Source: an optimization exercise on an open RTL-to-GDS flow (aim: small area and a short achievable clock period). Production flows keep margins and buffers that such runs may drop.

==> flow/design.v <==
module SdOai22(input wire a1, a2, b1, b2, output wire y);
   assign y = ~((a1 | a2) & (b1 | b2));
endmodule
module SdNand4(input wire a, b, c, d, output wire y);
   assign y = ~(a & b & c & d);
endmodule
module SdNand2(input wire a, b, output wire y);
   assign y = ~(a & b);
endmodule
module SdNor4(input wire a, b, c, d, output wire y);
   assign y = ~(a | b | c | d);
endmodule
module SdNor3(input wire a, b, c, output wire y);
   assign y = ~(a | b | c);
endmodule
module SdNor2(input wire a, b, output wire y);
   assign y = ~(a | b);
endmodule
module SdNand3(input wire a, b, c, output wire y);
   assign y = ~(a & b & c);
endmodule
module SdAnd2(input wire a, b, output wire y);
   assign y = a & b;
endmodule
module SdInv(input wire a, output wire y);
   assign y = ~a;
endmodule
module SimpleRamDecode(
   input wire cs0_i,
   input wire [24:0] addr_i,
   input wire write_i,             
   input wire reset_i,             
   output wire inwin_o,
   output wire [31:0] wsel_o,
   output wire [31:0] rsel_n_o
);
   wire [4:0] g;
   SdNor4 g0(.a(cs0_i), .b(addr_i[24]), .c(addr_i[23]), .d(addr_i[22]), .y(g[0]));
   SdNor4 g1(.a(addr_i[21]), .b(addr_i[20]), .c(addr_i[19]), .d(addr_i[18]), .y(g[1]));
   SdNor4 g2(.a(addr_i[17]), .b(addr_i[16]), .c(addr_i[15]), .d(addr_i[14]), .y(g[2]));
   SdNor4 g3(.a(addr_i[12]), .b(addr_i[11]), .c(addr_i[10]), .d(addr_i[9]), .y(g[3]));
   SdNor3 g4(.a(addr_i[8]), .b(addr_i[7]), .c(addr_i[6]), .y(g[4]));
   wire h1, h2;
   SdNand3 h1g(.a(g[0]), .b(g[1]), .c(g[2]), .y(h1));
   SdNand3 h2g(.a(g[3]), .b(g[4]), .c(addr_i[13]), .y(h2));
   SdNor2 inw(.a(h1), .b(h2), .y(inwin_o));
   wire reset_n, wr, wr_n;         
   SdInv rinv(.a(reset_i), .y(reset_n));
   SdNor2 wrg(.a(reset_n), .b(write_i), .y(wr));
   SdInv wrinv(.a(wr), .y(wr_n));
   wire [5:1] an;
   genvar i;
   generate
      for (i = 1; i <= 5; i = i + 1) begin : ainv
         SdInv inv(.a(addr_i[i]), .y(an[i]));
      end
   endgenerate
   wire [7:0] d3n, pb, rb;
   generate
      for (i = 0; i < 8; i = i + 1) begin : pre3
         SdNand3 n(.a(i & 4 ? addr_i[5] : an[5]), .b(i & 2 ? addr_i[4] : an[4]),
                   .c(i & 1 ? addr_i[3] : an[3]), .y(d3n[i]));
         SdInv r(.a(d3n[i]), .y(rb[i]));
         SdNor3 w(.a(wr_n), .b(d3n[i]), .c(h1), .y(pb[i]));
      end
   endgenerate
   wire [3:0] pa, ra;
   generate
      for (i = 0; i < 4; i = i + 1) begin : pre2
         SdNor3 w(.a(i & 2 ? an[2] : addr_i[2]), .b(i & 1 ? an[1] : addr_i[1]), .c(h2), .y(pa[i]));
         SdNor2 r(.a(i & 2 ? an[2] : addr_i[2]), .b(i & 1 ? an[1] : addr_i[1]), .y(ra[i]));
      end
   endgenerate
   generate
      for (i = 0; i < 32; i = i + 1) begin : sel
         SdAnd2 w(.a(pa[i & 3]), .b(pb[i >> 2]), .y(wsel_o[i]));
         SdNand2 r(.a(ra[i & 3]), .b(rb[i >> 2]), .y(rsel_n_o[i]));
      end
   endgenerate
endmodule
module SimpleRam(
   input wire clk_i,
   input wire [31:0] wsel_i,       
   input wire rd_i,                
   input wire clr_i,               
   input wire [31:0] rsel_n_i,     
   input wire [15:0] data_i,
   output reg [15:0] data_o
);
   reg [15:0] storage[31:0];
   genvar w;
   generate
      for (w = 0; w < 32; w = w + 1) begin : wr
         always @ (posedge clk_i)
            if (wsel_i[w])
               storage[w] <= data_i;
      end
   endgenerate
   wire [15:0] word;
   genvar b, g;
   generate
      for (b = 0; b < 16; b = b + 1) begin : bits
         wire [31:0] col;
         wire [15:0] p;
         wire [7:0] q;
         wire [1:0] r;
         for (g = 0; g < 32; g = g + 1) begin : words
            assign col[g] = storage[g][b];
         end
         for (g = 0; g < 16; g = g + 1) begin : pairs
            SdOai22 oai(.a1(col[2*g]), .a2(rsel_n_i[2*g]), .b1(col[2*g+1]), .b2(rsel_n_i[2*g+1]),
                        .y(p[g]));
         end
         for (g = 0; g < 8; g = g + 1) begin : quads
            SdNor2 nor2(.a(p[2*g]), .b(p[2*g+1]), .y(q[g]));
         end
         SdNand4 n0(.a(q[0]), .b(q[1]), .c(q[2]), .d(q[3]), .y(r[0]));
         SdNand4 n1(.a(q[4]), .b(q[5]), .c(q[6]), .d(q[7]), .y(r[1]));
         SdNor3 clr(.a(r[0]), .b(r[1]), .c(clr_i), .y(word[b]));
      end
   endgenerate
   always @ (posedge clk_i)
   begin
      if (rd_i)
         data_o <= word;
   end
endmodule
`timescale 1ns / 1ps
module simple_debug(
   input wire [15:0] data_i,
   output wire [15:0] data_o,
   input wire [24:0] addr_i,
   input wire read_i,
   input wire write_i,
   input wire [1:0] cs_i,
   input wire clk_i,
   input wire reset_i,
   input wire irq_i,
   output wire irq_o,
   output wire [4:0] leds_o
);
   reg stage_1, stage_2, stage_3;
   reg [15:0] counter;
   reg [15:0] data_q;
   reg irq;
   reg led;
   wire chip_select = cs_i[0] & cs_i[1];
   wire [25:0] a = {cs_i[0], addr_i};
   wire ram_accessed;
   wire [31:0] wsel, rsel_n;
   SimpleRamDecode DEC(.cs0_i(cs_i[0]), .addr_i(addr_i), .write_i(write_i), .reset_i(reset_i),
                       .inwin_o(ram_accessed), .wsel_o(wsel), .rsel_n_o(rsel_n));
   wire clear_irq = (a == 26'h0);
   wire access = ~stage_2 & stage_3;
   wire [15:0] ram_d;
   SimpleRam RAM0(.clk_i(clk_i),
                  .wsel_i(wsel),
                  .rd_i(~reset_i | (~read_i & ram_accessed)),
                  .clr_i(~reset_i),
                  .rsel_n_i(rsel_n),
                  .data_i(data_i),
                  .data_o(ram_d));
   assign data_o = data_q;
   assign irq_o = irq;
   assign leds_o = {led, irq_i, counter[15], counter[0], 1'b1};
   always @ (posedge clk_i)
   begin
      if (!reset_i)
      begin
         counter <= 0;
         stage_3 <= 0;
         stage_2 <= 0;
         stage_1 <= 0;
         data_q <= 0;
         irq <= 0;
      end
      else
      begin
         if (&counter)
            irq <= 1;
         counter <= counter + 1;
         stage_3 <= stage_2;
         stage_2 <= stage_1;
         stage_1 <= chip_select;
         if (access)
         begin
            if (!read_i)
               data_q <= ram_accessed ? ram_d : (addr_i[15:0] | {15'b0, cs_i[0]});
            if (!write_i && !ram_accessed)
            begin
               if (clear_irq)
                  irq <= data_i[0];
               else
                  led <= data_i[0];
            end
         end
      end
   end
endmodule
clock: 3.0 ns
lec_check: 0
cap_margin: 20
core_margin: 2
core_utilization: 40
cts_cluster_diameter: 100
cts_cluster_size: 24
place_density: 0.68
setup_slack_margin: 1.2
slew_margin: 20
synth_hierarchical: 1
standard.sh (not shown) runs the stock make flow with config.mk's settings and CLKGATE_MAP_FILE= SYNTH_SCRIPT=/design/flow/synth_recipe.tcl, a recipe that flattens the netlist after the stock synthesis.
==> flow/flow/run.sh <==
#!/bin/bash
# The standard layout, with the port buffers inserted as buf_2 cells
# instead of the default delay-cell buffers. The whole make output goes to
# standard.log; each ORFS step also writes its own log under orfs/logs.
set -euo pipefail
bash standard.sh "BUFFER_PORTS_ARGS=-buffer_cell sky130_fd_sc_hd__buf_2" finish > standard.log 2>&1
Next try:
--- a/flow/design.v
+++ b/flow/design.v
@@ -35,18 +35,26 @@
    output wire [31:0] rsel_n_o
 );
-   wire [4:0] g;
-   SdNor4 g0(.a(cs0_i), .b(addr_i[24]), .c(addr_i[23]), .d(addr_i[22]), .y(g[0]));
-   SdNor4 g1(.a(addr_i[21]), .b(addr_i[20]), .c(addr_i[19]), .d(addr_i[18]), .y(g[1]));
-   SdNor4 g2(.a(addr_i[17]), .b(addr_i[16]), .c(addr_i[15]), .d(addr_i[14]), .y(g[2]));
-   SdNor4 g3(.a(addr_i[12]), .b(addr_i[11]), .c(addr_i[10]), .d(addr_i[9]), .y(g[3]));
-   SdNor3 g4(.a(addr_i[8]), .b(addr_i[7]), .c(addr_i[6]), .y(g[4]));
-   wire h1, h2;
-   SdNand3 h1g(.a(g[0]), .b(g[1]), .c(g[2]), .y(h1));
-   SdNand3 h2g(.a(g[3]), .b(g[4]), .c(addr_i[13]), .y(h2));
-   SdNor2 inw(.a(h1), .b(h2), .y(inwin_o));
-   wire reset_n, wr, wr_n;         
+   wire [9:0] z;
+   wire an13;
+   SdInv a13inv(.a(addr_i[13]), .y(an13));
+   SdNor2 z0(.a(cs0_i), .b(addr_i[24]), .y(z[0]));
+   SdNor2 z1(.a(addr_i[23]), .b(addr_i[22]), .y(z[1]));
+   SdNor2 z2(.a(addr_i[21]), .b(addr_i[20]), .y(z[2]));
+   SdNor2 z3(.a(addr_i[19]), .b(addr_i[18]), .y(z[3]));
+   SdNor2 z4(.a(addr_i[17]), .b(addr_i[16]), .y(z[4]));
+   SdNor2 z5(.a(addr_i[15]), .b(addr_i[14]), .y(z[5]));
+   SdNor2 z6(.a(addr_i[12]), .b(addr_i[11]), .y(z[6]));
+   SdNor2 z7(.a(addr_i[10]), .b(addr_i[9]), .y(z[7]));
+   SdNor2 z8(.a(addr_i[8]), .b(addr_i[7]), .y(z[8]));
+   SdNor2 z9(.a(addr_i[6]), .b(an13), .y(z[9]));
+   wire hA, hB, hC;                
+   SdNand4 hAg(.a(z[0]), .b(z[1]), .c(z[2]), .d(z[3]), .y(hA));
+   SdNand4 hBg(.a(z[4]), .b(z[5]), .c(z[6]), .d(z[7]), .y(hB));
+   SdNand2 hCg(.a(z[8]), .b(z[9]), .y(hC));
+   SdNor3 inw(.a(hA), .b(hB), .c(hC), .y(inwin_o));
+   wire reset_n, wr, wrc_n;        
    SdInv rinv(.a(reset_i), .y(reset_n));
    SdNor2 wrg(.a(reset_n), .b(write_i), .y(wr));
-   SdInv wrinv(.a(wr), .y(wr_n));
+   SdNand3 wrcg(.a(wr), .b(z[8]), .c(z[9]), .y(wrc_n));
    wire [5:1] an;
    genvar i;
@@ -62,5 +70,5 @@
                    .c(i & 1 ? addr_i[3] : an[3]), .y(d3n[i]));
          SdInv r(.a(d3n[i]), .y(rb[i]));
-         SdNor3 w(.a(wr_n), .b(d3n[i]), .c(h1), .y(pb[i]));
+         SdNor3 w(.a(wrc_n), .b(d3n[i]), .c(hA), .y(pb[i]));
       end
    endgenerate
@@ -68,5 +76,5 @@
    generate
       for (i = 0; i < 4; i = i + 1) begin : pre2
-         SdNor3 w(.a(i & 2 ? an[2] : addr_i[2]), .b(i & 1 ? an[1] : addr_i[1]), .c(h2), .y(pa[i]));
+         SdNor3 w(.a(i & 2 ? an[2] : addr_i[2]), .b(i & 1 ? an[1] : addr_i[1]), .c(hB), .y(pa[i]));
          SdNor2 r(.a(i & 2 ? an[2] : addr_i[2]), .b(i & 1 ? an[1] : addr_i[1]), .y(ra[i]));
       end
@@ -112,10 +120,11 @@
                         .y(p[g]));
          end
-         for (g = 0; g < 8; g = g + 1) begin : quads
+         for (g = 0; g < 7; g = g + 1) begin : quads
             SdNor2 nor2(.a(p[2*g]), .b(p[2*g+1]), .y(q[g]));
          end
+         SdNor3 clr(.a(p[14]), .b(p[15]), .c(clr_i), .y(q[7]));
          SdNand4 n0(.a(q[0]), .b(q[1]), .c(q[2]), .d(q[3]), .y(r[0]));
          SdNand4 n1(.a(q[4]), .b(q[5]), .c(q[6]), .d(q[7]), .y(r[1]));
-         SdNor3 clr(.a(r[0]), .b(r[1]), .c(clr_i), .y(word[b]));
+         SdNor2 out(.a(r[0]), .b(r[1]), .y(word[b]));
       end
    endgenerate
=>
- The new run completed without violations
- wire length increases by 6.6%
- sequential cell count does not change
- clock-buffer cell count stays the same
- first-iteration DRC count goes up by about 8%
- cell count decreases by 0.38%
- via count climbs by 0.93%
No run of this note included a check of the RTL's function; only the layout flow was run.

-- port drivers added, routing unchanged --
The results above use ideal ports. As a check the final layouts listed here were re-extracted and re-timed, cells and wires unchanged. Step 1: set_driving_cell puts a clkbuf_16 on clk_i and a buf_2 on each other input, an assumption about the parent block. Step 2 adds t to the input delays and takes it off the output delays; t is the mean of the earliest and latest rising clock arrival at the registers after step 1. Input paths then give back, and output paths get back, about the clock's delay inside the block. Three values: ideal ports, drivers, drivers and shift; two values: the first two.
| run | t (ns) | setup slack, ns | cell pins on the clock port's net |
|---|---|---|---|
| the first run | 0.621 | 1.115 / 1.146 / 0.525 | 1 |
| the second run | 0.634 | 1.122 / 1.142 / 0.508 | 1 |
After both steps every run listed still meets setup and hold. For the second run, which loses most, drivers alone change the setup slack by +0.020 ns; drivers and shift together by -0.614 ns.
